Context: an optimization exercise on an open-source flow, tuned for small area. The choices shown serve that exercise and are no tape-out recipe.
Only simulation tests tie the RTL to the original design; equivalence was not proved.
Power and IR drop assume default switching activity.

## flow/design.v (module list and top-level ports; edited modules follow where they fit)
// module mac_mult: 1092 lines
// module fa_cell: 9 lines
// module ha_cell: 8 lines
// module booth_sel: 10 lines
// module booth_sel_n: 10 lines
// module FIR_filter: 71 lines
module FIR_filter #(parameter order = 10)(
	input logic clk,
	input logic reset,
	input logic x_valid,
	input logic signed [23:0] x,
	input logic [16*order - 1:0] h,
	output logic signed [39:0] y
);
  // ...
==> flow/flow/run.sh <==
#!/bin/bash
# The standard layout, with two changes to how it is made:
#  - ports are buffered with the smallest buffer (buf_1) instead of the default choice;
#  - before floorplanning, combinational cells that synthesis upsized are set back to their
#    smallest size (downsize.tcl); the flow's timing repair upsizes again where needed.
# make's full output goes to flow_make.log; each step's log is under orfs/logs/.
set -euo pipefail
here=$(pwd)
bash standard.sh \
  "BUFFER_PORTS_ARGS=-buffer_cell sky130_fd_sc_hd__buf_1" \
  "PRE_FLOORPLAN_TCL=$here/flow/downsize.tcl" \
  finish > "$here/flow_make.log" 2>&1
==> flow/flow/downsize.tcl <==
# Set every combinational cell that is not a buffer, delay or clock cell to the smallest
# size of its kind (for example a22oi_2 -> a22oi_1). Sequential cells are left alone.
set db [ord::get_db]
set n 0
foreach inst [[ord::get_db_block] getInsts] {
  set master [$inst getMaster]
  set name [$master getName]
  if { ![regexp {^sky130_fd_sc_hd__([a-z0-9]+)_([0-9]+)$} $name -> base drive] } { continue }
  if { [regexp {^(df|edf|sdf|sedf|dl|clk|buf|dly|conb|tap|fill|decap|diode|probe|lpflow)} $base] } { continue }
  set best $master
  foreach d {0 1 2} {
    set cand [$db findMaster "sky130_fd_sc_hd__${base}_$d"]
    if { $cand ne "NULL" && [$cand getWidth] < [[set best] getWidth] } { set best $cand }
  }
  if { $best ne $master } {
    replace_cell [$inst getName] [$best getName]
    incr n
  }
}
puts "downsize.tcl: resized $n instances"
==> flow/standard.sh <==
#!/bin/bash
# synth_recipe.tcl (not shown) runs the flow's synth.tcl, then flattens the netlist and writes it again
# the make line also repeats each setting of config.mk as NAME=value (left out here)
make -C /OpenROAD-flow-scripts/flow DESIGN_CONFIG=/design/flow/config.mk WORK_HOME=/design/flow/orfs CLKGATE_MAP_FILE= SYNTH_SCRIPT=/design/flow/synth_recipe.tcl "${@:-finish}"
==> flow/config.mk <==
export PLATFORM = sky130hd
export DESIGN_NAME = FIR_filter
export DESIGN_NICKNAME = FIR_filter
export VERILOG_FILES = /design/flow/design.v
export SDC_FILE = /design/flow/constraint.sdc
export NUM_CORES = 4
export LEC_CHECK = 0
export CAP_MARGIN = 20
export CORE_MARGIN = 2
export CORE_UTILIZATION = 40
export CTS_BUF_LIST = sky130_fd_sc_hd__clkbuf_8
export CTS_CLUSTER_DIAMETER = 50
export CTS_CLUSTER_SIZE = 16
export SLEW_MARGIN = 20
export SYNTH_HIERARCHICAL = 1
==> flow/constraint.sdc <==
create_clock -name core_clock -period 10.0 [get_ports {clk}]
set_input_delay 2.0000 -clock core_clock [delete_from_list [all_inputs] [get_ports {clk}]]
set_output_delay 2.0000 -clock core_clock [all_outputs]
set_load 0.01 [all_outputs]
==> impl_metrics.tcl, run 1 <==
set metrics [dict create \
    overflow 0 \
    final_antenna_net_count 0 \
    cp_slowest_cell "o211ai_1" \
    path_common_cell "fa_2" \
    outcome "finished clean" \
    dpl_worst_slack_ps 758.3 \
    cp-start-kind "input port" \
    cp-startpoint "h[128]" \
    reg2reg_slack_ps 1730 \
    utilization 0.4665 \
    powerSeq_mw 1.57 \
    drv_slew 0 \
    holdPathStages 0 \
    drt-met1-wl_um 20390 \
    viasPerCell 5.372 \
    endpoint_kind "flop" \
    dr.first_iter.drc_count 920 \
    drive_gt1_frac 0.1037 \
    clock.fmax_ghz 0.1167 \
    clockBufferDepth 3 \
    path_clk_slew_ps 100 \
    vias 12520 \
    cp_max_fo 15 \
    n_antenna_cell 0 \
    taps 585 \
]
==> module mac_mult, before the edit <==
module mac_mult (
	input logic [15:0] a,
	input logic [23:0] b,
	input logic [39:0] acc,
	output logic [39:0] p
);
	wire one0 = a[0] ^ 1'b0;
	wire two0 = (a[1] & ~a[0] & ~1'b0) | (~a[1] & a[0] & 1'b0);
	wire neg0 = a[1];
	wire pp0_0;
	booth_sel u_pp0_0 (one0, two0, neg0, b[0], 1'b0, pp0_0);
	wire pp0_1;
	booth_sel u_pp0_1 (one0, two0, neg0, b[1], b[0], pp0_1);
	wire pp0_2;
	booth_sel u_pp0_2 (one0, two0, neg0, b[2], b[1], pp0_2);
	wire pp0_3;
	booth_sel u_pp0_3 (one0, two0, neg0, b[3], b[2], pp0_3);
	wire pp0_4;
	booth_sel u_pp0_4 (one0, two0, neg0, b[4], b[3], pp0_4);
	wire pp0_5;
	booth_sel u_pp0_5 (one0, two0, neg0, b[5], b[4], pp0_5);
	wire pp0_6;
	booth_sel u_pp0_6 (one0, two0, neg0, b[6], b[5], pp0_6);
	wire pp0_7;
	booth_sel u_pp0_7 (one0, two0, neg0, b[7], b[6], pp0_7);
	wire pp0_8;
	booth_sel u_pp0_8 (one0, two0, neg0, b[8], b[7], pp0_8);
	wire pp0_9;
	booth_sel u_pp0_9 (one0, two0, neg0, b[9], b[8], pp0_9);
	wire pp0_10;
	booth_sel u_pp0_10 (one0, two0, neg0, b[10], b[9], pp0_10);
	wire pp0_11;
	booth_sel u_pp0_11 (one0, two0, neg0, b[11], b[10], pp0_11);
	wire pp0_12;
	booth_sel u_pp0_12 (one0, two0, neg0, b[12], b[11], pp0_12);
	wire pp0_13;
	booth_sel u_pp0_13 (one0, two0, neg0, b[13], b[12], pp0_13);
	wire pp0_14;
	booth_sel u_pp0_14 (one0, two0, neg0, b[14], b[13], pp0_14);
	wire pp0_15;
	booth_sel u_pp0_15 (one0, two0, neg0, b[15], b[14], pp0_15);
	wire pp0_16;
	booth_sel u_pp0_16 (one0, two0, neg0, b[16], b[15], pp0_16);
	wire pp0_17;
	booth_sel u_pp0_17 (one0, two0, neg0, b[17], b[16], pp0_17);
	wire pp0_18;
	booth_sel u_pp0_18 (one0, two0, neg0, b[18], b[17], pp0_18);
	wire pp0_19;
	booth_sel u_pp0_19 (one0, two0, neg0, b[19], b[18], pp0_19);
	wire pp0_20;
	booth_sel u_pp0_20 (one0, two0, neg0, b[20], b[19], pp0_20);
	wire pp0_21;
	booth_sel u_pp0_21 (one0, two0, neg0, b[21], b[20], pp0_21);
	wire pp0_22;
	booth_sel u_pp0_22 (one0, two0, neg0, b[22], b[21], pp0_22);
	wire pp0_23;
	booth_sel u_pp0_23 (one0, two0, neg0, b[23], b[22], pp0_23);
	wire pp0_24;
	booth_sel_n u_pp0_24 (one0, two0, neg0, b[23], b[23], pp0_24);
	wire one1 = a[2] ^ a[1];
	wire two1 = (a[3] & ~a[2] & ~a[1]) | (~a[3] & a[2] & a[1]);
	wire neg1 = a[3];
	wire pp1_0;
	booth_sel u_pp1_0 (one1, two1, neg1, b[0], 1'b0, pp1_0);
	wire pp1_1;
	booth_sel u_pp1_1 (one1, two1, neg1, b[1], b[0], pp1_1);
	wire pp1_2;
	booth_sel u_pp1_2 (one1, two1, neg1, b[2], b[1], pp1_2);
	wire pp1_3;
	booth_sel u_pp1_3 (one1, two1, neg1, b[3], b[2], pp1_3);
	wire pp1_4;
	booth_sel u_pp1_4 (one1, two1, neg1, b[4], b[3], pp1_4);
	wire pp1_5;
	booth_sel u_pp1_5 (one1, two1, neg1, b[5], b[4], pp1_5);
	wire pp1_6;
	booth_sel u_pp1_6 (one1, two1, neg1, b[6], b[5], pp1_6);
	wire pp1_7;
	booth_sel u_pp1_7 (one1, two1, neg1, b[7], b[6], pp1_7);
	wire pp1_8;
	booth_sel u_pp1_8 (one1, two1, neg1, b[8], b[7], pp1_8);
	wire pp1_9;
	booth_sel u_pp1_9 (one1, two1, neg1, b[9], b[8], pp1_9);
	wire pp1_10;
	booth_sel u_pp1_10 (one1, two1, neg1, b[10], b[9], pp1_10);
	wire pp1_11;
	booth_sel u_pp1_11 (one1, two1, neg1, b[11], b[10], pp1_11);
	wire pp1_12;
	booth_sel u_pp1_12 (one1, two1, neg1, b[12], b[11], pp1_12);
	wire pp1_13;
	booth_sel u_pp1_13 (one1, two1, neg1, b[13], b[12], pp1_13);
	wire pp1_14;
	booth_sel u_pp1_14 (one1, two1, neg1, b[14], b[13], pp1_14);
	wire pp1_15;
	booth_sel u_pp1_15 (one1, two1, neg1, b[15], b[14], pp1_15);
	wire pp1_16;
	booth_sel u_pp1_16 (one1, two1, neg1, b[16], b[15], pp1_16);
	wire pp1_17;
	booth_sel u_pp1_17 (one1, two1, neg1, b[17], b[16], pp1_17);
	wire pp1_18;
	booth_sel u_pp1_18 (one1, two1, neg1, b[18], b[17], pp1_18);
	wire pp1_19;
	booth_sel u_pp1_19 (one1, two1, neg1, b[19], b[18], pp1_19);
	wire pp1_20;
	booth_sel u_pp1_20 (one1, two1, neg1, b[20], b[19], pp1_20);
	wire pp1_21;
	booth_sel u_pp1_21 (one1, two1, neg1, b[21], b[20], pp1_21);
	wire pp1_22;
	booth_sel u_pp1_22 (one1, two1, neg1, b[22], b[21], pp1_22);
	wire pp1_23;
	booth_sel u_pp1_23 (one1, two1, neg1, b[23], b[22], pp1_23);
	wire pp1_24;
	booth_sel_n u_pp1_24 (one1, two1, neg1, b[23], b[23], pp1_24);
	wire one2 = a[4] ^ a[3];
	wire two2 = (a[5] & ~a[4] & ~a[3]) | (~a[5] & a[4] & a[3]);
	wire neg2 = a[5];
	wire pp2_0;
	booth_sel u_pp2_0 (one2, two2, neg2, b[0], 1'b0, pp2_0);
	wire pp2_1;
	booth_sel u_pp2_1 (one2, two2, neg2, b[1], b[0], pp2_1);
	wire pp2_2;
	booth_sel u_pp2_2 (one2, two2, neg2, b[2], b[1], pp2_2);
	wire pp2_3;
	booth_sel u_pp2_3 (one2, two2, neg2, b[3], b[2], pp2_3);
	wire pp2_4;
	booth_sel u_pp2_4 (one2, two2, neg2, b[4], b[3], pp2_4);
	wire pp2_5;
	booth_sel u_pp2_5 (one2, two2, neg2, b[5], b[4], pp2_5);
	wire pp2_6;
	booth_sel u_pp2_6 (one2, two2, neg2, b[6], b[5], pp2_6);
	wire pp2_7;
	booth_sel u_pp2_7 (one2, two2, neg2, b[7], b[6], pp2_7);
	wire pp2_8;
	booth_sel u_pp2_8 (one2, two2, neg2, b[8], b[7], pp2_8);
	wire pp2_9;
	booth_sel u_pp2_9 (one2, two2, neg2, b[9], b[8], pp2_9);
	wire pp2_10;
	booth_sel u_pp2_10 (one2, two2, neg2, b[10], b[9], pp2_10);
	wire pp2_11;
	booth_sel u_pp2_11 (one2, two2, neg2, b[11], b[10], pp2_11);
	wire pp2_12;
	booth_sel u_pp2_12 (one2, two2, neg2, b[12], b[11], pp2_12);
	wire pp2_13;
	booth_sel u_pp2_13 (one2, two2, neg2, b[13], b[12], pp2_13);
	wire pp2_14;
	booth_sel u_pp2_14 (one2, two2, neg2, b[14], b[13], pp2_14);
	wire pp2_15;
	booth_sel u_pp2_15 (one2, two2, neg2, b[15], b[14], pp2_15);
	wire pp2_16;
	booth_sel u_pp2_16 (one2, two2, neg2, b[16], b[15], pp2_16);
	wire pp2_17;
	booth_sel u_pp2_17 (one2, two2, neg2, b[17], b[16], pp2_17);
	wire pp2_18;
	booth_sel u_pp2_18 (one2, two2, neg2, b[18], b[17], pp2_18);
	wire pp2_19;
	booth_sel u_pp2_19 (one2, two2, neg2, b[19], b[18], pp2_19);
	wire pp2_20;
	booth_sel u_pp2_20 (one2, two2, neg2, b[20], b[19], pp2_20);
	wire pp2_21;
	booth_sel u_pp2_21 (one2, two2, neg2, b[21], b[20], pp2_21);
	wire pp2_22;
	booth_sel u_pp2_22 (one2, two2, neg2, b[22], b[21], pp2_22);
	wire pp2_23;
	booth_sel u_pp2_23 (one2, two2, neg2, b[23], b[22], pp2_23);
	wire pp2_24;
	booth_sel_n u_pp2_24 (one2, two2, neg2, b[23], b[23], pp2_24);
	wire one3 = a[6] ^ a[5];
	wire two3 = (a[7] & ~a[6] & ~a[5]) | (~a[7] & a[6] & a[5]);
	wire neg3 = a[7];
	wire pp3_0;
	booth_sel u_pp3_0 (one3, two3, neg3, b[0], 1'b0, pp3_0);
	wire pp3_1;
	booth_sel u_pp3_1 (one3, two3, neg3, b[1], b[0], pp3_1);
	wire pp3_2;
	booth_sel u_pp3_2 (one3, two3, neg3, b[2], b[1], pp3_2);
	wire pp3_3;
	booth_sel u_pp3_3 (one3, two3, neg3, b[3], b[2], pp3_3);
	wire pp3_4;
	booth_sel u_pp3_4 (one3, two3, neg3, b[4], b[3], pp3_4);
	wire pp3_5;
	booth_sel u_pp3_5 (one3, two3, neg3, b[5], b[4], pp3_5);
	wire pp3_6;
	booth_sel u_pp3_6 (one3, two3, neg3, b[6], b[5], pp3_6);
	wire pp3_7;
	booth_sel u_pp3_7 (one3, two3, neg3, b[7], b[6], pp3_7);
	wire pp3_8;
	booth_sel u_pp3_8 (one3, two3, neg3, b[8], b[7], pp3_8);
	wire pp3_9;
	booth_sel u_pp3_9 (one3, two3, neg3, b[9], b[8], pp3_9);
	wire pp3_10;
	booth_sel u_pp3_10 (one3, two3, neg3, b[10], b[9], pp3_10);
	wire pp3_11;
	booth_sel u_pp3_11 (one3, two3, neg3, b[11], b[10], pp3_11);
	wire pp3_12;
	booth_sel u_pp3_12 (one3, two3, neg3, b[12], b[11], pp3_12);
	wire pp3_13;
	booth_sel u_pp3_13 (one3, two3, neg3, b[13], b[12], pp3_13);
	wire pp3_14;
	booth_sel u_pp3_14 (one3, two3, neg3, b[14], b[13], pp3_14);
	wire pp3_15;
	booth_sel u_pp3_15 (one3, two3, neg3, b[15], b[14], pp3_15);
	wire pp3_16;
	booth_sel u_pp3_16 (one3, two3, neg3, b[16], b[15], pp3_16);
	wire pp3_17;
	booth_sel u_pp3_17 (one3, two3, neg3, b[17], b[16], pp3_17);
	wire pp3_18;
	booth_sel u_pp3_18 (one3, two3, neg3, b[18], b[17], pp3_18);
	wire pp3_19;
	booth_sel u_pp3_19 (one3, two3, neg3, b[19], b[18], pp3_19);
	wire pp3_20;
	booth_sel u_pp3_20 (one3, two3, neg3, b[20], b[19], pp3_20);
	wire pp3_21;
	booth_sel u_pp3_21 (one3, two3, neg3, b[21], b[20], pp3_21);
	wire pp3_22;
	booth_sel u_pp3_22 (one3, two3, neg3, b[22], b[21], pp3_22);
	wire pp3_23;
	booth_sel u_pp3_23 (one3, two3, neg3, b[23], b[22], pp3_23);
	wire pp3_24;
	booth_sel_n u_pp3_24 (one3, two3, neg3, b[23], b[23], pp3_24);
	wire one4 = a[8] ^ a[7];
	wire two4 = (a[9] & ~a[8] & ~a[7]) | (~a[9] & a[8] & a[7]);
	wire neg4 = a[9];
	wire pp4_0;
	booth_sel u_pp4_0 (one4, two4, neg4, b[0], 1'b0, pp4_0);
	wire pp4_1;
	booth_sel u_pp4_1 (one4, two4, neg4, b[1], b[0], pp4_1);
	wire pp4_2;
	booth_sel u_pp4_2 (one4, two4, neg4, b[2], b[1], pp4_2);
	wire pp4_3;
	booth_sel u_pp4_3 (one4, two4, neg4, b[3], b[2], pp4_3);
	wire pp4_4;
	booth_sel u_pp4_4 (one4, two4, neg4, b[4], b[3], pp4_4);
	wire pp4_5;
	booth_sel u_pp4_5 (one4, two4, neg4, b[5], b[4], pp4_5);
	wire pp4_6;
	booth_sel u_pp4_6 (one4, two4, neg4, b[6], b[5], pp4_6);
	wire pp4_7;
	booth_sel u_pp4_7 (one4, two4, neg4, b[7], b[6], pp4_7);
	wire pp4_8;
	booth_sel u_pp4_8 (one4, two4, neg4, b[8], b[7], pp4_8);
	wire pp4_9;
	booth_sel u_pp4_9 (one4, two4, neg4, b[9], b[8], pp4_9);
	wire pp4_10;
	booth_sel u_pp4_10 (one4, two4, neg4, b[10], b[9], pp4_10);
	wire pp4_11;
	booth_sel u_pp4_11 (one4, two4, neg4, b[11], b[10], pp4_11);
	wire pp4_12;
	booth_sel u_pp4_12 (one4, two4, neg4, b[12], b[11], pp4_12);
	wire pp4_13;
	booth_sel u_pp4_13 (one4, two4, neg4, b[13], b[12], pp4_13);
	wire pp4_14;
	booth_sel u_pp4_14 (one4, two4, neg4, b[14], b[13], pp4_14);
	wire pp4_15;
	booth_sel u_pp4_15 (one4, two4, neg4, b[15], b[14], pp4_15);
	wire pp4_16;
	booth_sel u_pp4_16 (one4, two4, neg4, b[16], b[15], pp4_16);
	wire pp4_17;
	booth_sel u_pp4_17 (one4, two4, neg4, b[17], b[16], pp4_17);
	wire pp4_18;
	booth_sel u_pp4_18 (one4, two4, neg4, b[18], b[17], pp4_18);
	wire pp4_19;
	booth_sel u_pp4_19 (one4, two4, neg4, b[19], b[18], pp4_19);
	wire pp4_20;
	booth_sel u_pp4_20 (one4, two4, neg4, b[20], b[19], pp4_20);
	wire pp4_21;
	booth_sel u_pp4_21 (one4, two4, neg4, b[21], b[20], pp4_21);
	wire pp4_22;
	booth_sel u_pp4_22 (one4, two4, neg4, b[22], b[21], pp4_22);
	wire pp4_23;
	booth_sel u_pp4_23 (one4, two4, neg4, b[23], b[22], pp4_23);
	wire pp4_24;
	booth_sel_n u_pp4_24 (one4, two4, neg4, b[23], b[23], pp4_24);
	wire one5 = a[10] ^ a[9];
	wire two5 = (a[11] & ~a[10] & ~a[9]) | (~a[11] & a[10] & a[9]);
	wire neg5 = a[11];
	wire pp5_0;
	booth_sel u_pp5_0 (one5, two5, neg5, b[0], 1'b0, pp5_0);
	wire pp5_1;
	booth_sel u_pp5_1 (one5, two5, neg5, b[1], b[0], pp5_1);
	wire pp5_2;
	booth_sel u_pp5_2 (one5, two5, neg5, b[2], b[1], pp5_2);
	wire pp5_3;
	booth_sel u_pp5_3 (one5, two5, neg5, b[3], b[2], pp5_3);
	wire pp5_4;
	booth_sel u_pp5_4 (one5, two5, neg5, b[4], b[3], pp5_4);
	wire pp5_5;
	booth_sel u_pp5_5 (one5, two5, neg5, b[5], b[4], pp5_5);
	wire pp5_6;
	booth_sel u_pp5_6 (one5, two5, neg5, b[6], b[5], pp5_6);
	wire pp5_7;
	booth_sel u_pp5_7 (one5, two5, neg5, b[7], b[6], pp5_7);
	wire pp5_8;
	booth_sel u_pp5_8 (one5, two5, neg5, b[8], b[7], pp5_8);
	wire pp5_9;
	booth_sel u_pp5_9 (one5, two5, neg5, b[9], b[8], pp5_9);
	wire pp5_10;
	booth_sel u_pp5_10 (one5, two5, neg5, b[10], b[9], pp5_10);
	wire pp5_11;
	booth_sel u_pp5_11 (one5, two5, neg5, b[11], b[10], pp5_11);
	wire pp5_12;
	booth_sel u_pp5_12 (one5, two5, neg5, b[12], b[11], pp5_12);
	wire pp5_13;
	booth_sel u_pp5_13 (one5, two5, neg5, b[13], b[12], pp5_13);
	wire pp5_14;
	booth_sel u_pp5_14 (one5, two5, neg5, b[14], b[13], pp5_14);
	wire pp5_15;
	booth_sel u_pp5_15 (one5, two5, neg5, b[15], b[14], pp5_15);
	wire pp5_16;
	booth_sel u_pp5_16 (one5, two5, neg5, b[16], b[15], pp5_16);
	wire pp5_17;
	booth_sel u_pp5_17 (one5, two5, neg5, b[17], b[16], pp5_17);
	wire pp5_18;
	booth_sel u_pp5_18 (one5, two5, neg5, b[18], b[17], pp5_18);
	wire pp5_19;
	booth_sel u_pp5_19 (one5, two5, neg5, b[19], b[18], pp5_19);
	wire pp5_20;
	booth_sel u_pp5_20 (one5, two5, neg5, b[20], b[19], pp5_20);
	wire pp5_21;
	booth_sel u_pp5_21 (one5, two5, neg5, b[21], b[20], pp5_21);
	wire pp5_22;
	booth_sel u_pp5_22 (one5, two5, neg5, b[22], b[21], pp5_22);
	wire pp5_23;
	booth_sel u_pp5_23 (one5, two5, neg5, b[23], b[22], pp5_23);
	wire pp5_24;
	booth_sel_n u_pp5_24 (one5, two5, neg5, b[23], b[23], pp5_24);
	wire one6 = a[12] ^ a[11];
	wire two6 = (a[13] & ~a[12] & ~a[11]) | (~a[13] & a[12] & a[11]);
	wire neg6 = a[13];
	wire pp6_0;
	booth_sel u_pp6_0 (one6, two6, neg6, b[0], 1'b0, pp6_0);
	wire pp6_1;
	booth_sel u_pp6_1 (one6, two6, neg6, b[1], b[0], pp6_1);
	wire pp6_2;
	booth_sel u_pp6_2 (one6, two6, neg6, b[2], b[1], pp6_2);
	wire pp6_3;
	booth_sel u_pp6_3 (one6, two6, neg6, b[3], b[2], pp6_3);
	wire pp6_4;
	booth_sel u_pp6_4 (one6, two6, neg6, b[4], b[3], pp6_4);
	wire pp6_5;
	booth_sel u_pp6_5 (one6, two6, neg6, b[5], b[4], pp6_5);
	wire pp6_6;
	booth_sel u_pp6_6 (one6, two6, neg6, b[6], b[5], pp6_6);
	wire pp6_7;
	booth_sel u_pp6_7 (one6, two6, neg6, b[7], b[6], pp6_7);
	wire pp6_8;
	booth_sel u_pp6_8 (one6, two6, neg6, b[8], b[7], pp6_8);
	wire pp6_9;
	booth_sel u_pp6_9 (one6, two6, neg6, b[9], b[8], pp6_9);
	wire pp6_10;
	booth_sel u_pp6_10 (one6, two6, neg6, b[10], b[9], pp6_10);
	wire pp6_11;
	booth_sel u_pp6_11 (one6, two6, neg6, b[11], b[10], pp6_11);
	wire pp6_12;
	booth_sel u_pp6_12 (one6, two6, neg6, b[12], b[11], pp6_12);
	wire pp6_13;
	booth_sel u_pp6_13 (one6, two6, neg6, b[13], b[12], pp6_13);
	wire pp6_14;
	booth_sel u_pp6_14 (one6, two6, neg6, b[14], b[13], pp6_14);
	wire pp6_15;
	booth_sel u_pp6_15 (one6, two6, neg6, b[15], b[14], pp6_15);
	wire pp6_16;
	booth_sel u_pp6_16 (one6, two6, neg6, b[16], b[15], pp6_16);
	wire pp6_17;
	booth_sel u_pp6_17 (one6, two6, neg6, b[17], b[16], pp6_17);
	wire pp6_18;
	booth_sel u_pp6_18 (one6, two6, neg6, b[18], b[17], pp6_18);
	wire pp6_19;
	booth_sel u_pp6_19 (one6, two6, neg6, b[19], b[18], pp6_19);
	wire pp6_20;
	booth_sel u_pp6_20 (one6, two6, neg6, b[20], b[19], pp6_20);
	wire pp6_21;
	booth_sel u_pp6_21 (one6, two6, neg6, b[21], b[20], pp6_21);
	wire pp6_22;
	booth_sel u_pp6_22 (one6, two6, neg6, b[22], b[21], pp6_22);
	wire pp6_23;
	booth_sel u_pp6_23 (one6, two6, neg6, b[23], b[22], pp6_23);
	wire pp6_24;
	booth_sel_n u_pp6_24 (one6, two6, neg6, b[23], b[23], pp6_24);
	wire one7 = a[14] ^ a[13];
	wire two7 = (a[15] & ~a[14] & ~a[13]) | (~a[15] & a[14] & a[13]);
	wire neg7 = a[15];
	wire pp7_0;
	booth_sel u_pp7_0 (one7, two7, neg7, b[0], 1'b0, pp7_0);
	wire pp7_1;
	booth_sel u_pp7_1 (one7, two7, neg7, b[1], b[0], pp7_1);
	wire pp7_2;
	booth_sel u_pp7_2 (one7, two7, neg7, b[2], b[1], pp7_2);
	wire pp7_3;
	booth_sel u_pp7_3 (one7, two7, neg7, b[3], b[2], pp7_3);
	wire pp7_4;
	booth_sel u_pp7_4 (one7, two7, neg7, b[4], b[3], pp7_4);
	wire pp7_5;
	booth_sel u_pp7_5 (one7, two7, neg7, b[5], b[4], pp7_5);
	wire pp7_6;
	booth_sel u_pp7_6 (one7, two7, neg7, b[6], b[5], pp7_6);
	wire pp7_7;
	booth_sel u_pp7_7 (one7, two7, neg7, b[7], b[6], pp7_7);
	wire pp7_8;
	booth_sel u_pp7_8 (one7, two7, neg7, b[8], b[7], pp7_8);
	wire pp7_9;
	booth_sel u_pp7_9 (one7, two7, neg7, b[9], b[8], pp7_9);
	wire pp7_10;
	booth_sel u_pp7_10 (one7, two7, neg7, b[10], b[9], pp7_10);
	wire pp7_11;
	booth_sel u_pp7_11 (one7, two7, neg7, b[11], b[10], pp7_11);
	wire pp7_12;
	booth_sel u_pp7_12 (one7, two7, neg7, b[12], b[11], pp7_12);
	wire pp7_13;
	booth_sel u_pp7_13 (one7, two7, neg7, b[13], b[12], pp7_13);
	wire pp7_14;
	booth_sel u_pp7_14 (one7, two7, neg7, b[14], b[13], pp7_14);
	wire pp7_15;
	booth_sel u_pp7_15 (one7, two7, neg7, b[15], b[14], pp7_15);
	wire pp7_16;
	booth_sel u_pp7_16 (one7, two7, neg7, b[16], b[15], pp7_16);
	wire pp7_17;
	booth_sel u_pp7_17 (one7, two7, neg7, b[17], b[16], pp7_17);
	wire pp7_18;
	booth_sel u_pp7_18 (one7, two7, neg7, b[18], b[17], pp7_18);
	wire pp7_19;
	booth_sel u_pp7_19 (one7, two7, neg7, b[19], b[18], pp7_19);
	wire pp7_20;
	booth_sel u_pp7_20 (one7, two7, neg7, b[20], b[19], pp7_20);
	wire pp7_21;
	booth_sel u_pp7_21 (one7, two7, neg7, b[21], b[20], pp7_21);
	wire pp7_22;
	booth_sel u_pp7_22 (one7, two7, neg7, b[22], b[21], pp7_22);
	wire pp7_23;
	booth_sel u_pp7_23 (one7, two7, neg7, b[23], b[22], pp7_23);
	wire pp7_24;
	booth_sel_n u_pp7_24 (one7, two7, neg7, b[23], b[23], pp7_24);
	wire hs0, hc0;
	ha_cell u_hs0 (acc[14], neg7, hs0, hc0);
	wire hs1, hc1;
	ha_cell u_hs1 (acc[15], pp0_15, hs1, hc1);
	wire hs2, hc2;
	ha_cell u_hs2 (acc[16], pp0_16, hs2, hc2);
	wire hs3, hc3;
	ha_cell u_hs3 (acc[17], pp0_17, hs3, hc3);
	wire hs4, hc4;
	ha_cell u_hs4 (acc[18], pp0_18, hs4, hc4);
	wire hs5, hc5;
	ha_cell u_hs5 (acc[19], pp0_19, hs5, hc5);
	wire hs6, hc6;
	ha_cell u_hs6 (acc[20], pp0_20, hs6, hc6);
	wire hs7, hc7;
	ha_cell u_hs7 (acc[21], pp0_21, hs7, hc7);
	wire hs8, hc8;
	ha_cell u_hs8 (acc[22], pp0_22, hs8, hc8);
	wire hs9, hc9;
	ha_cell u_hs9 (acc[23], pp0_23, hs9, hc9);
	wire s0, c0;
	assign s0 = ~(acc[24] ^ pp0_24);
	assign c0 = acc[24] | pp0_24;
	wire hs10, hc10;
	assign hs10 = ~acc[25];
	assign hc10 = acc[25];
	wire hs11, hc11;
	ha_cell u_hs11 (acc[8], neg4, hs11, hc11);
	wire hs12, hc12;
	ha_cell u_hs12 (acc[9], pp0_9, hs12, hc12);
	wire s1, c1;
	fa_cell u_s1 (acc[10], neg5, pp0_10, s1, c1);
	wire hs13, hc13;
	ha_cell u_hs13 (pp1_8, pp2_6, hs13, hc13);
	wire s2, c2;
	fa_cell u_s2 (acc[11], pp0_11, pp1_9, s2, c2);
	wire hs14, hc14;
	ha_cell u_hs14 (pp2_7, pp3_5, hs14, hc14);
	wire s3, c3;
	fa_cell u_s3 (acc[12], neg6, pp0_12, s3, c3);
	wire s4, c4;
	fa_cell u_s4 (pp1_10, pp2_8, pp3_6, s4, c4);
	wire hs15, hc15;
	ha_cell u_hs15 (pp4_4, pp5_2, hs15, hc15);
	wire s5, c5;
	fa_cell u_s5 (acc[13], pp0_13, pp1_11, s5, c5);
	wire s6, c6;
	fa_cell u_s6 (pp2_9, pp3_7, pp4_5, s6, c6);
	wire hs16, hc16;
	ha_cell u_hs16 (pp5_3, pp6_1, hs16, hc16);
	wire s7, c7;
	fa_cell u_s7 (pp0_14, pp1_12, pp2_10, s7, c7);
	wire s8, c8;
	fa_cell u_s8 (pp3_8, pp4_6, pp5_4, s8, c8);
	wire s9, c9;
	fa_cell u_s9 (pp6_2, pp7_0, hs0, s9, c9);
	wire s10, c10;
	fa_cell u_s10 (pp1_13, pp2_11, pp3_9, s10, c10);
	wire s11, c11;
	fa_cell u_s11 (pp4_7, pp5_5, pp6_3, s11, c11);
	wire s12, c12;
	fa_cell u_s12 (pp7_1, hc0, hs1, s12, c12);
	wire s13, c13;
	fa_cell u_s13 (pp1_14, pp2_12, pp3_10, s13, c13);
	wire s14, c14;
	fa_cell u_s14 (pp4_8, pp5_6, pp6_4, s14, c14);
	wire s15, c15;
	fa_cell u_s15 (pp7_2, hc1, hs2, s15, c15);
	wire s16, c16;
	fa_cell u_s16 (pp1_15, pp2_13, pp3_11, s16, c16);
	wire s17, c17;
	fa_cell u_s17 (pp4_9, pp5_7, pp6_5, s17, c17);
	wire s18, c18;
	fa_cell u_s18 (pp7_3, hc2, hs3, s18, c18);
	wire s19, c19;
	fa_cell u_s19 (pp1_16, pp2_14, pp3_12, s19, c19);
	wire s20, c20;
	fa_cell u_s20 (pp4_10, pp5_8, pp6_6, s20, c20);
	wire s21, c21;
	fa_cell u_s21 (pp7_4, hc3, hs4, s21, c21);
	wire s22, c22;
	fa_cell u_s22 (pp1_17, pp2_15, pp3_13, s22, c22);
	wire s23, c23;
	fa_cell u_s23 (pp4_11, pp5_9, pp6_7, s23, c23);
	wire s24, c24;
	fa_cell u_s24 (pp7_5, hc4, hs5, s24, c24);
	wire s25, c25;
	fa_cell u_s25 (pp1_18, pp2_16, pp3_14, s25, c25);
	wire s26, c26;
	fa_cell u_s26 (pp4_12, pp5_10, pp6_8, s26, c26);
	wire s27, c27;
	fa_cell u_s27 (pp7_6, hc5, hs6, s27, c27);
	wire s28, c28;
	fa_cell u_s28 (pp1_19, pp2_17, pp3_15, s28, c28);
	wire s29, c29;
	fa_cell u_s29 (pp4_13, pp5_11, pp6_9, s29, c29);
	wire s30, c30;
	fa_cell u_s30 (pp7_7, hc6, hs7, s30, c30);
	wire s31, c31;
	fa_cell u_s31 (pp1_20, pp2_18, pp3_16, s31, c31);
	wire s32, c32;
	fa_cell u_s32 (pp4_14, pp5_12, pp6_10, s32, c32);
	wire s33, c33;
	fa_cell u_s33 (pp7_8, hc7, hs8, s33, c33);
	wire s34, c34;
	fa_cell u_s34 (pp1_21, pp2_19, pp3_17, s34, c34);
	wire s35, c35;
	fa_cell u_s35 (pp4_15, pp5_13, pp6_11, s35, c35);
	wire s36, c36;
	fa_cell u_s36 (pp7_9, hc8, hs9, s36, c36);
	wire s37, c37;
	fa_cell u_s37 (pp1_22, pp2_20, pp3_18, s37, c37);
	wire s38, c38;
	fa_cell u_s38 (pp4_16, pp5_14, pp6_12, s38, c38);
	wire s39, c39;
	fa_cell u_s39 (pp7_10, hc9, s0, s39, c39);
	wire s40, c40;
	fa_cell u_s40 (hs10, pp1_23, pp2_21, s40, c40);
	wire s41, c41;
	fa_cell u_s41 (pp3_19, pp4_17, pp5_15, s41, c41);
	wire s42, c42;
	fa_cell u_s42 (pp6_13, pp7_11, c0, s42, c42);
	wire s43, c43;
	fa_cell u_s43 (acc[26], hc10, pp1_24, s43, c43);
	wire s44, c44;
	fa_cell u_s44 (pp2_22, pp3_20, pp4_18, s44, c44);
	wire s45, c45;
	fa_cell u_s45 (pp5_16, pp6_14, pp7_12, s45, c45);
	wire s46, c46;
	assign s46 = ~(acc[27] ^ pp2_23);
	assign c46 = acc[27] | pp2_23;
	wire s47, c47;
	fa_cell u_s47 (pp3_21, pp4_19, pp5_17, s47, c47);
	wire hs17, hc17;
	ha_cell u_hs17 (pp6_15, pp7_13, hs17, hc17);
	wire s48, c48;
	fa_cell u_s48 (acc[28], pp2_24, pp3_22, s48, c48);
	wire s49, c49;
	fa_cell u_s49 (pp4_20, pp5_18, pp6_16, s49, c49);
	wire s50, c50;
	assign s50 = ~(acc[29] ^ pp3_23);
	assign c50 = acc[29] | pp3_23;
	wire hs18, hc18;
	ha_cell u_hs18 (pp4_21, pp5_19, hs18, hc18);
	wire s51, c51;
	fa_cell u_s51 (acc[30], pp3_24, pp4_22, s51, c51);
	wire hs19, hc19;
	assign hs19 = ~acc[31];
	assign hc19 = acc[31];
	wire hs20, hc20;
	ha_cell u_hs20 (acc[4], neg2, hs20, hc20);
	wire hs21, hc21;
	ha_cell u_hs21 (acc[5], pp0_5, hs21, hc21);
	wire s52, c52;
	fa_cell u_s52 (acc[6], neg3, pp0_6, s52, c52);
	wire hs22, hc22;
	ha_cell u_hs22 (pp1_4, pp2_2, hs22, hc22);
	wire s53, c53;
	fa_cell u_s53 (acc[7], pp0_7, pp1_5, s53, c53);
	wire hs23, hc23;
	ha_cell u_hs23 (pp2_3, pp3_1, hs23, hc23);
	wire s54, c54;
	fa_cell u_s54 (pp0_8, pp1_6, pp2_4, s54, c54);
	wire s55, c55;
	fa_cell u_s55 (pp3_2, pp4_0, hs11, s55, c55);
	wire s56, c56;
	fa_cell u_s56 (pp1_7, pp2_5, pp3_3, s56, c56);
	wire s57, c57;
	fa_cell u_s57 (pp4_1, hc11, hs12, s57, c57);
	wire s58, c58;
	fa_cell u_s58 (pp3_4, pp4_2, pp5_0, s58, c58);
	wire s59, c59;
	fa_cell u_s59 (hc12, hs13, s1, s59, c59);
	wire s60, c60;
	fa_cell u_s60 (pp4_3, pp5_1, hc13, s60, c60);
	wire s61, c61;
	fa_cell u_s61 (hs14, c1, s2, s61, c61);
	wire s62, c62;
	fa_cell u_s62 (pp6_0, hc14, hs15, s62, c62);
	wire s63, c63;
	fa_cell u_s63 (c2, s3, s4, s63, c63);
	wire s64, c64;
	fa_cell u_s64 (hc15, hs16, c3, s64, c64);
	wire s65, c65;
	fa_cell u_s65 (c4, s5, s6, s65, c65);
	wire s66, c66;
	fa_cell u_s66 (hc16, c5, c6, s66, c66);
	wire s67, c67;
	fa_cell u_s67 (s7, s8, s9, s67, c67);
	wire s68, c68;
	fa_cell u_s68 (c7, c8, c9, s68, c68);
	wire s69, c69;
	fa_cell u_s69 (s10, s11, s12, s69, c69);
	wire s70, c70;
	fa_cell u_s70 (c10, c11, s13, s70, c70);
	wire s71, c71;
	fa_cell u_s71 (s14, c12, s15, s71, c71);
	wire s72, c72;
	fa_cell u_s72 (c13, c14, s16, s72, c72);
	wire s73, c73;
	fa_cell u_s73 (s17, c15, s18, s73, c73);
	wire s74, c74;
	fa_cell u_s74 (c16, c17, s19, s74, c74);
	wire s75, c75;
	fa_cell u_s75 (s20, c18, s21, s75, c75);
	wire s76, c76;
	fa_cell u_s76 (c19, c20, s22, s76, c76);
	wire s77, c77;
	fa_cell u_s77 (s23, c21, s24, s77, c77);
	wire s78, c78;
	fa_cell u_s78 (c22, c23, s25, s78, c78);
	wire s79, c79;
	fa_cell u_s79 (s26, c24, s27, s79, c79);
	wire s80, c80;
	fa_cell u_s80 (c25, c26, s28, s80, c80);
	wire s81, c81;
	fa_cell u_s81 (s29, c27, s30, s81, c81);
	wire s82, c82;
	fa_cell u_s82 (c28, c29, s31, s82, c82);
	wire s83, c83;
	fa_cell u_s83 (s32, c30, s33, s83, c83);
	wire s84, c84;
	fa_cell u_s84 (c31, c32, s34, s84, c84);
	wire s85, c85;
	fa_cell u_s85 (s35, c33, s36, s85, c85);
	wire s86, c86;
	fa_cell u_s86 (c34, c35, s37, s86, c86);
	wire s87, c87;
	fa_cell u_s87 (s38, c36, s39, s87, c87);
	wire s88, c88;
	fa_cell u_s88 (c37, c38, s40, s88, c88);
	wire s89, c89;
	fa_cell u_s89 (s41, c39, s42, s89, c89);
	wire s90, c90;
	fa_cell u_s90 (c40, c41, s43, s90, c90);
	wire s91, c91;
	fa_cell u_s91 (s44, s45, c42, s91, c91);
	wire s92, c92;
	fa_cell u_s92 (hs17, c43, c44, s92, c92);
	wire s93, c93;
	fa_cell u_s93 (c45, s46, s47, s93, c93);
	wire s94, c94;
	fa_cell u_s94 (pp7_14, hc17, c46, s94, c94);
	wire s95, c95;
	fa_cell u_s95 (c47, s48, s49, s95, c95);
	wire s96, c96;
	fa_cell u_s96 (pp6_17, pp7_15, hs18, s96, c96);
	wire s97, c97;
	fa_cell u_s97 (c48, c49, s50, s97, c97);
	wire s98, c98;
	fa_cell u_s98 (pp5_20, pp6_18, pp7_16, s98, c98);
	wire s99, c99;
	fa_cell u_s99 (hc18, c50, s51, s99, c99);
	wire s100, c100;
	fa_cell u_s100 (hs19, pp4_23, pp5_21, s100, c100);
	wire s101, c101;
	fa_cell u_s101 (pp6_19, pp7_17, c51, s101, c101);
	wire s102, c102;
	fa_cell u_s102 (acc[32], hc19, pp4_24, s102, c102);
	wire s103, c103;
	fa_cell u_s103 (pp5_22, pp6_20, pp7_18, s103, c103);
	wire s104, c104;
	assign s104 = ~(acc[33] ^ pp5_23);
	assign c104 = acc[33] | pp5_23;
	wire hs24, hc24;
	ha_cell u_hs24 (pp6_21, pp7_19, hs24, hc24);
	wire s105, c105;
	fa_cell u_s105 (acc[34], pp5_24, pp6_22, s105, c105);
	wire hs25, hc25;
	assign hs25 = ~acc[35];
	assign hc25 = acc[35];
	wire hs26, hc26;
	ha_cell u_hs26 (acc[2], neg1, hs26, hc26);
	wire hs27, hc27;
	ha_cell u_hs27 (acc[3], pp0_3, hs27, hc27);
	wire s106, c106;
	fa_cell u_s106 (pp0_4, pp1_2, pp2_0, s106, c106);
	wire s107, c107;
	fa_cell u_s107 (pp1_3, pp2_1, hc20, s107, c107);
	wire s108, c108;
	fa_cell u_s108 (pp3_0, hc21, hs22, s108, c108);
	wire s109, c109;
	fa_cell u_s109 (hc22, hs23, c52, s109, c109);
	wire s110, c110;
	fa_cell u_s110 (hc23, c53, s54, s110, c110);
	wire s111, c111;
	fa_cell u_s111 (c54, c55, s56, s111, c111);
	wire s112, c112;
	fa_cell u_s112 (c56, s58, c57, s112, c112);
	wire s113, c113;
	fa_cell u_s113 (c58, s60, c59, s113, c113);
	wire s114, c114;
	fa_cell u_s114 (c60, s62, c61, s114, c114);
	wire s115, c115;
	fa_cell u_s115 (c62, c63, s64, s115, c115);
	wire s116, c116;
	fa_cell u_s116 (c64, c65, s66, s116, c116);
	wire s117, c117;
	fa_cell u_s117 (c66, c67, s68, s117, c117);
	wire s118, c118;
	fa_cell u_s118 (c68, s70, c69, s118, c118);
	wire s119, c119;
	fa_cell u_s119 (c70, s72, c71, s119, c119);
	wire s120, c120;
	fa_cell u_s120 (c72, s74, c73, s120, c120);
	wire s121, c121;
	fa_cell u_s121 (c74, s76, c75, s121, c121);
	wire s122, c122;
	fa_cell u_s122 (c76, s78, c77, s122, c122);
	wire s123, c123;
	fa_cell u_s123 (c78, s80, c79, s123, c123);
	wire s124, c124;
	fa_cell u_s124 (c80, s82, c81, s124, c124);
	wire s125, c125;
	fa_cell u_s125 (c82, s84, c83, s125, c125);
	wire s126, c126;
	fa_cell u_s126 (c84, s86, c85, s126, c126);
	wire s127, c127;
	fa_cell u_s127 (c86, s88, s89, s127, c127);
	wire s128, c128;
	fa_cell u_s128 (c88, s90, c89, s128, c128);
	wire s129, c129;
	fa_cell u_s129 (c90, s92, s93, s129, c129);
	wire s130, c130;
	fa_cell u_s130 (c92, c93, s94, s130, c130);
	wire s131, c131;
	fa_cell u_s131 (c94, s96, c95, s131, c131);
	wire s132, c132;
	fa_cell u_s132 (s98, c96, c97, s132, c132);
	wire s133, c133;
	fa_cell u_s133 (c98, s100, c99, s133, c133);
	wire s134, c134;
	fa_cell u_s134 (c100, s102, s103, s134, c134);
	wire s135, c135;
	fa_cell u_s135 (hs24, c102, c103, s135, c135);
	wire s136, c136;
	fa_cell u_s136 (pp7_20, hc24, c104, s136, c136);
	wire s137, c137;
	fa_cell u_s137 (hs25, pp6_23, pp7_21, s137, c137);
	wire s138, c138;
	fa_cell u_s138 (acc[36], hc25, pp6_24, s138, c138);
	wire hs28, hc28;
	assign hs28 = ~acc[37];
	assign hc28 = acc[37];
	wire hs29, hc29;
	ha_cell u_hs29 (acc[0], neg0, hs29, hc29);
	wire hs30, hc30;
	ha_cell u_hs30 (acc[1], pp0_1, hs30, hc30);
	wire s139, c139;
	fa_cell u_s139 (pp0_2, pp1_0, hs26, s139, c139);
	wire s140, c140;
	fa_cell u_s140 (pp1_1, hc26, hs27, s140, c140);
	wire s141, c141;
	fa_cell u_s141 (hs20, hc27, s106, s141, c141);
	wire s142, c142;
	fa_cell u_s142 (hs21, c106, s107, s142, c142);
	wire s143, c143;
	fa_cell u_s143 (c107, s52, s108, s143, c143);
	wire s144, c144;
	fa_cell u_s144 (s53, c108, s109, s144, c144);
	wire s145, c145;
	fa_cell u_s145 (s55, c109, s110, s145, c145);
	wire s146, c146;
	fa_cell u_s146 (s57, c110, s111, s146, c146);
	wire s147, c147;
	fa_cell u_s147 (c111, s59, s112, s147, c147);
	wire s148, c148;
	fa_cell u_s148 (s61, c112, s113, s148, c148);
	wire s149, c149;
	fa_cell u_s149 (s63, c113, s114, s149, c149);
	wire s150, c150;
	fa_cell u_s150 (s65, c114, s115, s150, c150);
	wire s151, c151;
	fa_cell u_s151 (s67, c115, s116, s151, c151);
	wire s152, c152;
	fa_cell u_s152 (c116, s69, s117, s152, c152);
	wire s153, c153;
	fa_cell u_s153 (s71, c117, s118, s153, c153);
	wire s154, c154;
	fa_cell u_s154 (s73, c118, s119, s154, c154);
	wire s155, c155;
	fa_cell u_s155 (s75, c119, s120, s155, c155);
	wire s156, c156;
	fa_cell u_s156 (s77, c120, s121, s156, c156);
	wire s157, c157;
	fa_cell u_s157 (s79, c121, s122, s157, c157);
	wire s158, c158;
	fa_cell u_s158 (s81, c122, s123, s158, c158);
	wire s159, c159;
	fa_cell u_s159 (s83, c123, s124, s159, c159);
	wire s160, c160;
	fa_cell u_s160 (s85, c124, s125, s160, c160);
	wire s161, c161;
	fa_cell u_s161 (s87, c125, s126, s161, c161);
	wire s162, c162;
	fa_cell u_s162 (c87, c126, s127, s162, c162);
	wire s163, c163;
	fa_cell u_s163 (s91, c127, s128, s163, c163);
	wire s164, c164;
	fa_cell u_s164 (c91, s129, c128, s164, c164);
	wire s165, c165;
	fa_cell u_s165 (s95, s130, c129, s165, c165);
	wire s166, c166;
	fa_cell u_s166 (s97, c130, s131, s166, c166);
	wire s167, c167;
	fa_cell u_s167 (s99, c131, s132, s167, c167);
	wire s168, c168;
	fa_cell u_s168 (s101, c132, s133, s168, c168);
	wire s169, c169;
	fa_cell u_s169 (c101, s134, c133, s169, c169);
	wire s170, c170;
	fa_cell u_s170 (s104, c134, s135, s170, c170);
	wire s171, c171;
	fa_cell u_s171 (s105, c135, s136, s171, c171);
	wire s172, c172;
	fa_cell u_s172 (c105, s137, c136, s172, c172);
	wire s173, c173;
	fa_cell u_s173 (pp7_22, c137, s138, s173, c173);
	wire s174, c174;
	fa_cell u_s174 (hs28, pp7_23, c138, s174, c174);
	wire s175, c175;
	fa_cell u_s175 (acc[38], hc28, pp7_24, s175, c175);
	wire hs31, hc31;
	assign hs31 = ~acc[39];
	assign hc31 = acc[39];
	wire hs32, hc32;
	ha_cell u_hs32 (pp0_0, hs29, hs32, hc32);
	assign p[0] = hs32;
	wire s176, c176;
	fa_cell u_s176 (hc29, hs30, hc32, s176, c176);
	assign p[1] = s176;
	wire s177, c177;
	fa_cell u_s177 (hc30, s139, c176, s177, c177);
	assign p[2] = s177;
	wire s178, c178;
	fa_cell u_s178 (c139, s140, c177, s178, c178);
	assign p[3] = s178;
	wire s179, c179;
	fa_cell u_s179 (c140, s141, c178, s179, c179);
	assign p[4] = s179;
	wire s180, c180;
	fa_cell u_s180 (c141, s142, c179, s180, c180);
	assign p[5] = s180;
	wire s181, c181;
	fa_cell u_s181 (c142, s143, c180, s181, c181);
	assign p[6] = s181;
	wire s182, c182;
	fa_cell u_s182 (c143, s144, c181, s182, c182);
	assign p[7] = s182;
	wire g8, p8;
	assign {g8, p8} = c144 + s145;
	wire g9, p9;
	assign {g9, p9} = c145 + s146;
	wire g10, p10;
	assign {g10, p10} = c146 + s147;
	wire g11, p11;
	assign {g11, p11} = c147 + s148;
	wire g12, p12;
	assign {g12, p12} = c148 + s149;
	wire g13, p13;
	assign {g13, p13} = c149 + s150;
	wire g14, p14;
	assign {g14, p14} = c150 + s151;
	wire g15, p15;
	assign {g15, p15} = c151 + s152;
	wire g16, p16;
	assign {g16, p16} = c152 + s153;
	wire g17, p17;
	assign {g17, p17} = c153 + s154;
	wire g18, p18;
	assign {g18, p18} = c154 + s155;
	wire g19, p19;
	assign {g19, p19} = c155 + s156;
	wire g20, p20;
	assign {g20, p20} = c156 + s157;
	wire g21, p21;
	assign {g21, p21} = c157 + s158;
	wire g22, p22;
	assign {g22, p22} = c158 + s159;
	wire g23, p23;
	assign {g23, p23} = c159 + s160;
	wire g24, p24;
	assign {g24, p24} = c160 + s161;
	wire g25, p25;
	assign {g25, p25} = c161 + s162;
	wire g26, p26;
	assign {g26, p26} = c162 + s163;
	wire g27, p27;
	assign {g27, p27} = c163 + s164;
	wire g28, p28;
	assign {g28, p28} = s165 + c164;
	wire g29, p29;
	assign {g29, p29} = c165 + s166;
	wire g30, p30;
	assign {g30, p30} = c166 + s167;
	wire g31, p31;
	assign {g31, p31} = c167 + s168;
	wire g32, p32;
	assign {g32, p32} = c168 + s169;
	wire g33, p33;
	assign {g33, p33} = s170 + c169;
	wire g34, p34;
	assign {g34, p34} = c170 + s171;
	wire g35, p35;
	assign {g35, p35} = c171 + s172;
	wire g36, p36;
	assign {g36, p36} = s173 + c172;
	wire g37, p37;
	assign {g37, p37} = c173 + s174;
	wire g38, p38;
	assign {g38, p38} = s175 + c174;
	wire g39, p39;
	assign {g39, p39} = hs31 + c175;
	wire G0 = g8 | (p8 & c182);
	wire P0 = p8 & 1'b0;
	wire G1 = g10 | (p10 & g9);
	wire P1 = p10 & p9;
	wire G2 = g12 | (p12 & g11);
	wire P2 = p12 & p11;
	wire G3 = g14 | (p14 & g13);
	wire P3 = p14 & p13;
	wire G4 = g16 | (p16 & g15);
	wire P4 = p16 & p15;
	wire G5 = g18 | (p18 & g17);
	wire P5 = p18 & p17;
	wire G6 = g20 | (p20 & g19);
	wire P6 = p20 & p19;
	wire G7 = g22 | (p22 & g21);
	wire P7 = p22 & p21;
	wire G8 = g24 | (p24 & g23);
	wire P8 = p24 & p23;
	wire G9 = g26 | (p26 & g25);
	wire P9 = p26 & p25;
	wire G10 = g28 | (p28 & g27);
	wire P10 = p28 & p27;
	wire G11 = g30 | (p30 & g29);
	wire P11 = p30 & p29;
	wire G12 = g32 | (p32 & g31);
	wire P12 = p32 & p31;
	wire G13 = g34 | (p34 & g33);
	wire P13 = p34 & p33;
	wire G14 = g36 | (p36 & g35);
	wire P14 = p36 & p35;
	wire G15 = g38 | (p38 & g37);
	wire P15 = p38 & p37;
	wire G16 = G1 | (P1 & G0);
	wire P16 = P1 & P0;
	wire G17 = G3 | (P3 & G2);
	wire P17 = P3 & P2;
	wire G18 = G5 | (P5 & G4);
	wire P18 = P5 & P4;
	wire G19 = G7 | (P7 & G6);
	wire P19 = P7 & P6;
	wire G20 = G9 | (P9 & G8);
	wire P20 = P9 & P8;
	wire G21 = G11 | (P11 & G10);
	wire P21 = P11 & P10;
	wire G22 = G13 | (P13 & G12);
	wire P22 = P13 & P12;
	wire G23 = G15 | (P15 & G14);
	wire P23 = P15 & P14;
	wire G24 = G17 | (P17 & G16);
	wire P24 = P17 & P16;
	wire G25 = G19 | (P19 & G18);
	wire P25 = P19 & P18;
	wire G26 = G21 | (P21 & G20);
	wire P26 = P21 & P20;
	wire G27 = G23 | (P23 & G22);
	wire P27 = P23 & P22;
	wire G28 = G25 | (P25 & G24);
	wire P28 = P25 & P24;
	wire G29 = G27 | (P27 & G26);
	wire P29 = P27 & P26;
	wire G30 = G29 | (P29 & G28);
	wire P30 = P29 & P28;
	wire G31 = G26 | (P26 & G28);
	wire P31 = P26 & P28;
	wire G32 = G18 | (P18 & G24);
	wire P32 = P18 & P24;
	wire G33 = G20 | (P20 & G28);
	wire P33 = P20 & P28;
	wire G34 = G22 | (P22 & G31);
	wire P34 = P22 & P31;
	wire G35 = G2 | (P2 & G16);
	wire P35 = P2 & P16;
	wire G36 = G4 | (P4 & G24);
	wire P36 = P4 & P24;
	wire G37 = G6 | (P6 & G32);
	wire P37 = P6 & P32;
	wire G38 = G8 | (P8 & G28);
	wire P38 = P8 & P28;
	wire G39 = G10 | (P10 & G33);
	wire P39 = P10 & P33;
	wire G40 = G12 | (P12 & G31);
	wire P40 = P12 & P31;
	wire G41 = G14 | (P14 & G34);
	wire P41 = P14 & P34;
	wire G42 = g9 | (p9 & G0);
	wire P42 = p9 & P0;
	wire G43 = g11 | (p11 & G16);
	wire P43 = p11 & P16;
	wire G44 = g13 | (p13 & G35);
	wire P44 = p13 & P35;
	wire G45 = g15 | (p15 & G24);
	wire P45 = p15 & P24;
	wire G46 = g17 | (p17 & G36);
	wire P46 = p17 & P36;
	wire G47 = g19 | (p19 & G32);
	wire P47 = p19 & P32;
	wire G48 = g21 | (p21 & G37);
	wire P48 = p21 & P37;
	wire G49 = g23 | (p23 & G28);
	wire P49 = p23 & P28;
	wire G50 = g25 | (p25 & G38);
	wire P50 = p25 & P38;
	wire G51 = g27 | (p27 & G33);
	wire P51 = p27 & P33;
	wire G52 = g29 | (p29 & G39);
	wire P52 = p29 & P39;
	wire G53 = g31 | (p31 & G31);
	wire P53 = p31 & P31;
	wire G54 = g33 | (p33 & G40);
	wire P54 = p33 & P40;
	wire G55 = g35 | (p35 & G34);
	wire P55 = p35 & P34;
	wire G56 = g37 | (p37 & G41);
	wire P56 = p37 & P41;
	wire G57 = g39 | (p39 & G30);
	wire P57 = p39 & P30;
	assign p[8] = p8 ^ c182;
	assign p[9] = p9 ^ G0;
	assign p[10] = p10 ^ G42;
	assign p[11] = p11 ^ G16;
	assign p[12] = p12 ^ G43;
	assign p[13] = p13 ^ G35;
	assign p[14] = p14 ^ G44;
	assign p[15] = p15 ^ G24;
	assign p[16] = p16 ^ G45;
	assign p[17] = p17 ^ G36;
	assign p[18] = p18 ^ G46;
	assign p[19] = p19 ^ G32;
	assign p[20] = p20 ^ G47;
	assign p[21] = p21 ^ G37;
	assign p[22] = p22 ^ G48;
	assign p[23] = p23 ^ G28;
	assign p[24] = p24 ^ G49;
	assign p[25] = p25 ^ G38;
	assign p[26] = p26 ^ G50;
	assign p[27] = p27 ^ G33;
	assign p[28] = p28 ^ G51;
	assign p[29] = p29 ^ G39;
	assign p[30] = p30 ^ G52;
	assign p[31] = p31 ^ G31;
	assign p[32] = p32 ^ G53;
	assign p[33] = p33 ^ G40;
	assign p[34] = p34 ^ G54;
	assign p[35] = p35 ^ G34;
	assign p[36] = p36 ^ G55;
	assign p[37] = p37 ^ G41;
	assign p[38] = p38 ^ G56;
	assign p[39] = p39 ^ G30;
endmodule
==> run 2, diff against run 1 <==
--- a/flow/design.v
+++ b/flow/design.v
@@ -9,7 +9,7 @@
 	wire two0 = (a[1] & ~a[0] & ~1'b0) | (~a[1] & a[0] & 1'b0);
 	wire neg0 = a[1];
 	wire pp0_0;
-	booth_sel u_pp0_0 (one0, two0, neg0, b[0], 1'b0, pp0_0);
+	booth_sel0 u_pp0_0 (one0, neg0, b[0], pp0_0);
 	wire pp0_1;
 	booth_sel u_pp0_1 (one0, two0, neg0, b[1], b[0], pp0_1);
 	wire pp0_2;
@@ -62,7 +62,7 @@
 	wire two1 = (a[3] & ~a[2] & ~a[1]) | (~a[3] & a[2] & a[1]);
 	wire neg1 = a[3];
 	wire pp1_0;
-	booth_sel u_pp1_0 (one1, two1, neg1, b[0], 1'b0, pp1_0);
+	booth_sel0 u_pp1_0 (one1, neg1, b[0], pp1_0);
 	wire pp1_1;
 	booth_sel u_pp1_1 (one1, two1, neg1, b[1], b[0], pp1_1);
 	wire pp1_2;
@@ -115,7 +115,7 @@
 	wire two2 = (a[5] & ~a[4] & ~a[3]) | (~a[5] & a[4] & a[3]);
 	wire neg2 = a[5];
 	wire pp2_0;
-	booth_sel u_pp2_0 (one2, two2, neg2, b[0], 1'b0, pp2_0);
+	booth_sel0 u_pp2_0 (one2, neg2, b[0], pp2_0);
 	wire pp2_1;
 	booth_sel u_pp2_1 (one2, two2, neg2, b[1], b[0], pp2_1);
 	wire pp2_2;
@@ -168,7 +168,7 @@
 	wire two3 = (a[7] & ~a[6] & ~a[5]) | (~a[7] & a[6] & a[5]);
 	wire neg3 = a[7];
 	wire pp3_0;
-	booth_sel u_pp3_0 (one3, two3, neg3, b[0], 1'b0, pp3_0);
+	booth_sel0 u_pp3_0 (one3, neg3, b[0], pp3_0);
 	wire pp3_1;
 	booth_sel u_pp3_1 (one3, two3, neg3, b[1], b[0], pp3_1);
 	wire pp3_2;
@@ -221,7 +221,7 @@
 	wire two4 = (a[9] & ~a[8] & ~a[7]) | (~a[9] & a[8] & a[7]);
 	wire neg4 = a[9];
 	wire pp4_0;
-	booth_sel u_pp4_0 (one4, two4, neg4, b[0], 1'b0, pp4_0);
+	booth_sel0 u_pp4_0 (one4, neg4, b[0], pp4_0);
 	wire pp4_1;
 	booth_sel u_pp4_1 (one4, two4, neg4, b[1], b[0], pp4_1);
 	wire pp4_2;
@@ -274,7 +274,7 @@
 	wire two5 = (a[11] & ~a[10] & ~a[9]) | (~a[11] & a[10] & a[9]);
 	wire neg5 = a[11];
 	wire pp5_0;
-	booth_sel u_pp5_0 (one5, two5, neg5, b[0], 1'b0, pp5_0);
+	booth_sel0 u_pp5_0 (one5, neg5, b[0], pp5_0);
 	wire pp5_1;
 	booth_sel u_pp5_1 (one5, two5, neg5, b[1], b[0], pp5_1);
 	wire pp5_2;
@@ -327,7 +327,7 @@
 	wire two6 = (a[13] & ~a[12] & ~a[11]) | (~a[13] & a[12] & a[11]);
 	wire neg6 = a[13];
 	wire pp6_0;
-	booth_sel u_pp6_0 (one6, two6, neg6, b[0], 1'b0, pp6_0);
+	booth_sel0 u_pp6_0 (one6, neg6, b[0], pp6_0);
 	wire pp6_1;
 	booth_sel u_pp6_1 (one6, two6, neg6, b[1], b[0], pp6_1);
 	wire pp6_2;
@@ -380,7 +380,7 @@
 	wire two7 = (a[15] & ~a[14] & ~a[13]) | (~a[15] & a[14] & a[13]);
 	wire neg7 = a[15];
 	wire pp7_0;
-	booth_sel u_pp7_0 (one7, two7, neg7, b[0], 1'b0, pp7_0);
+	booth_sel0 u_pp7_0 (one7, neg7, b[0], pp7_0);
 	wire pp7_1;
 	booth_sel u_pp7_1 (one7, two7, neg7, b[1], b[0], pp7_1);
 	wire pp7_2;
@@ -1129,6 +1129,14 @@
 );
 	assign p = ~(((one & b0) | (two & b1)) ^ neg);
 endmodule
+module booth_sel0 (
+	input logic one,
+	input logic neg,
+	input logic b0,
+	output logic p
+);
+	assign p = (one & b0) ^ neg;
+endmodule
 `timescale 1ns/1ps
 module FIR_filter #(parameter order = 10)(
 	input logic clk,
--- a/flow/config.mk
+++ b/flow/config.mk
@@ -5,11 +5,11 @@
 export SDC_FILE = /design/flow/constraint.sdc
 export NUM_CORES = 4
 export LEC_CHECK = 0
-export CAP_MARGIN = 20
+export CAP_MARGIN = 0
 export CORE_MARGIN = 2
 export CORE_UTILIZATION = 40
 export CTS_BUF_LIST = sky130_fd_sc_hd__clkbuf_8
 export CTS_CLUSTER_DIAMETER = 50
 export CTS_CLUSTER_SIZE = 16
-export SLEW_MARGIN = 20
+export SLEW_MARGIN = 0
 export SYNTH_HIERARCHICAL = 1
==> run 2 against run 1 <==
Compared with the run above:
- still clean on timing, DRC and antenna
- global-route usage fell by 0.61 points
- cell count shrank 0.86%
- core utilization fell by 0.41 points
- non-clock buffer count is 4 lower
- clock-buffer cell count shrank 1
- critical path type unchanged
==> impl_metrics.tcl, run 2 <==
set metrics [dict create \
    fin_crit_sh 0.8578 \
    post_cts_resized 0 \
    dp_hpwl_um 35460 \
    hold_path_class "reg -> reg" \
    drv_slew 0 \
    path_clk_slew_ps 100 \
    overflow 0 \
    swShare 0.3942 \
    antenna_found_initial 0 \
    clkSinkCount 300 \
    fin_worst_skew_ps 48.85 \
    netlist_instances 1438 \
    dr.first_iter.drc_count 903 \
    coreArea_um2 42980 \
    cts_setup_buffers 0 \
    tightest_slew_ps 1328 \
    drive_gt1_frac 0.09629 \
    grt_util_all_layers 0.2114 \
    power.share.clock 0.162 \
    viasPerCell 5.364 \
    final_antenna_net_count 0 \
    combPwrFrac 0.495 \
    grt_pass1_vias 13040 \
    seqPwrFrac 0.343 \
    wirelength_um 46870 \
    maxSlewHeadroom 0.1089 \
    criticalPathCategory "in -> reg" \
    worstPathArrival_ps 9060 \
    finalHoldViolations 0 \
    fin_nets 2156 \
    numCtsBuffers 28 \
    p_sw_mw 1.808 \
    whs_ps 325.6 \
    min_period_ps 8578 \
    drc 0 \
    rsz0062_at_grt "false" \
    drv_cap 0 \
    p_total_mw 4.588 \
    start_util 0.4051 \
    largest_reg_flops 216 \
    endpoint_kind "flop" \
    clockBufferDepth 3 \
    pwr_density_cell_nw_per_um2 230.8 \
    place_congestion 0.9109 \
    finalSetupViolCount 0 \
    grt_pass1_wl_um 73140 \
    drt_pass1_iterations 6 \
    vias 12390 \
    cts_root_buffer "clkbuf_8" \
    cts_max_level 1 \
    final_common_cell "dfxtp_1" \
    cts_tree "done" \
    grt_max_degree 72 \
    critPathRequiredTime_ps 10480 \
    cts_hold_buf 0 \
    reg.largest.list "ring: 216 flops, acc: 40 flops, hold: 24 flops" \
    die_w_um 212.6 \
    wl_per_cell_um 20.29 \
    final_cell_mix "dfxtp_1 (275), a22oi_1 (236), buf_1 (225)" \
    portBuffers 226 \
    num_io_pins 227 \
    power_leakage_nw 7.854 \
    power.internal_mw 2.779 \
    die_y_um 212.6 \
    synth_warnings 8 \
    clock_latency_ps 640 \
    dieArea_um2 45220 \
    outcome "finished clean" \
    worst_ir_drop_vdd_mv 0.1215 \
    cp_max_fo 25 \
    cp-start-kind "input port" \
    regMostFlops "ring" \
    clock.fmax_ghz 0.1166 \
    rows 76 \
    setup-tns-final_ps 0 \
]
run 2: cell types whose count changed in the layout (fill, tap and decap cells not counted), sizes merged, moves of 2 or more:
cell,previous run,this run
inv,67,64
a22oi,244,236
conb,8,0
bufinv,2,0
nand2,23,28
buf,272,268
run 2: final timing paths:
path	startpoint	to	slack (ps)	cells past startpoint
setup reg to reg	k[1]	acc[36]	1770	27
hold reg to reg	ring[2][21]	ring[3][21]	330	0
hold / removal	ring[2][21]	ring[3][21]	330	0
setup / recovery	h[32]	acc[36]	1420	27
run 2: metrics by stage:
| step | std cells | util | area, um2 | setup WS [ps] |
|---|---|---|---|---|
| after detailed placement | 2259 | 0.4486 | 19280 | 826.4 |
| after global placement | 2259 | 0.4486 | 19280 | 913.8 |
| after global routing | 2309 | 0.4624 | 19870 | 1183 |
| after CTS | 2309 | 0.4624 | 19870 | 1474 |
| final | 2310 | 0.4624 | 19880 | 1422 |
| after floorplan | 1438 | - | 17460 | -352.0 |
run 2: layout make-up:
| type | instances | area (um2) |
|---|---|---|
| sequential | 300 | 6247 |
| antenna | 1 | 2.502 |
| tap | 585 | 732.0 |
| multi-input combinational | 1053 | 10930 |
| timing repair buffer | 269 | 1175 |
| fill | 4059 | 23100 |
| inverter | 52 | 195.2 |
| clock buffer | 30 | 412.9 |
| clock inverter | 20 | 177.7 |
run 2: worst max-delay path, cell delays in order:
cell and delay, ps:
buf_1 90, mux2i_1 130, nor4_1 60, a21oi_1 130, nand3_1 100, a221o_1 400
buf_4 270, a22oi_1 230, xnor2_1 150, ha_1 260, fa_1 430, fa_1 410
fa_1 410, fa_2 380, fa_2 380, fa_2 390, fa_2 410, fa_2 410
a211oi_2 260, o21ai_2 150, o2111ai_2 450, a21oi_1 160, o21ai_1 210, nand2b_1 100
fa_1 380, xor2_1 170, nor2b_1 130
run 2: per-layer routing:
layer / global-route usage / vias up / routed length (um)
li1: - / 5671 / -
met1: 0.2766 / 6235 / 20030
met2: 0.3676 / 419 / 23050
met3: 0.02866 / 65 / 2656
met4: 0.05594 / 0 / 1137
met5: 0 / - / 0
run 2: power by group through the flow:
stage	Clock (mW)	Sequential (mW)	Combinational (mW)
2_1_floorplan	0	1.57	1.75
4_1_cts	0.775	1.58	2.30
6_report	0.742	1.58	2.27
3_5_place_dp	0	1.61	2.28
3_3_place_gp	0	1.60	2.24
5_1_grt	0.814	1.60	2.63

==> what the ideal ports hide <==
The flow's constraints put no driver on any port. The routed layouts listed below were extracted and timed again, unchanged, in two steps.
Step 1 sets driving cells, clkbuf_16 on the clock port and buf_2 on the other inputs (assumed; they add their load-dependent delay and slew).
Step 2 also shifts input and output timing later by t, the mid clock arrival at the registers, as if the neighbouring blocks saw the same clock.
Slacks: ideal ports / drivers / drivers and shift; pairs: ideal ports / drivers.
| run | t, ns | slack for setup (ns) | worst setup path at the end | pins driven straight from the clock port |
|---|---|---|---|---|
| run 1 | 0.680 | 1.429 / 1.456 / 0.775 | input to register | 1 |
| run 2 | 0.669 | 1.422 / 1.452 / 0.782 | input to register | 1 |
After both steps every run listed still meets setup and hold. The setup slack of run 1, which loses most, moves by +0.027 ns with the drivers and by -0.654 ns with both steps.
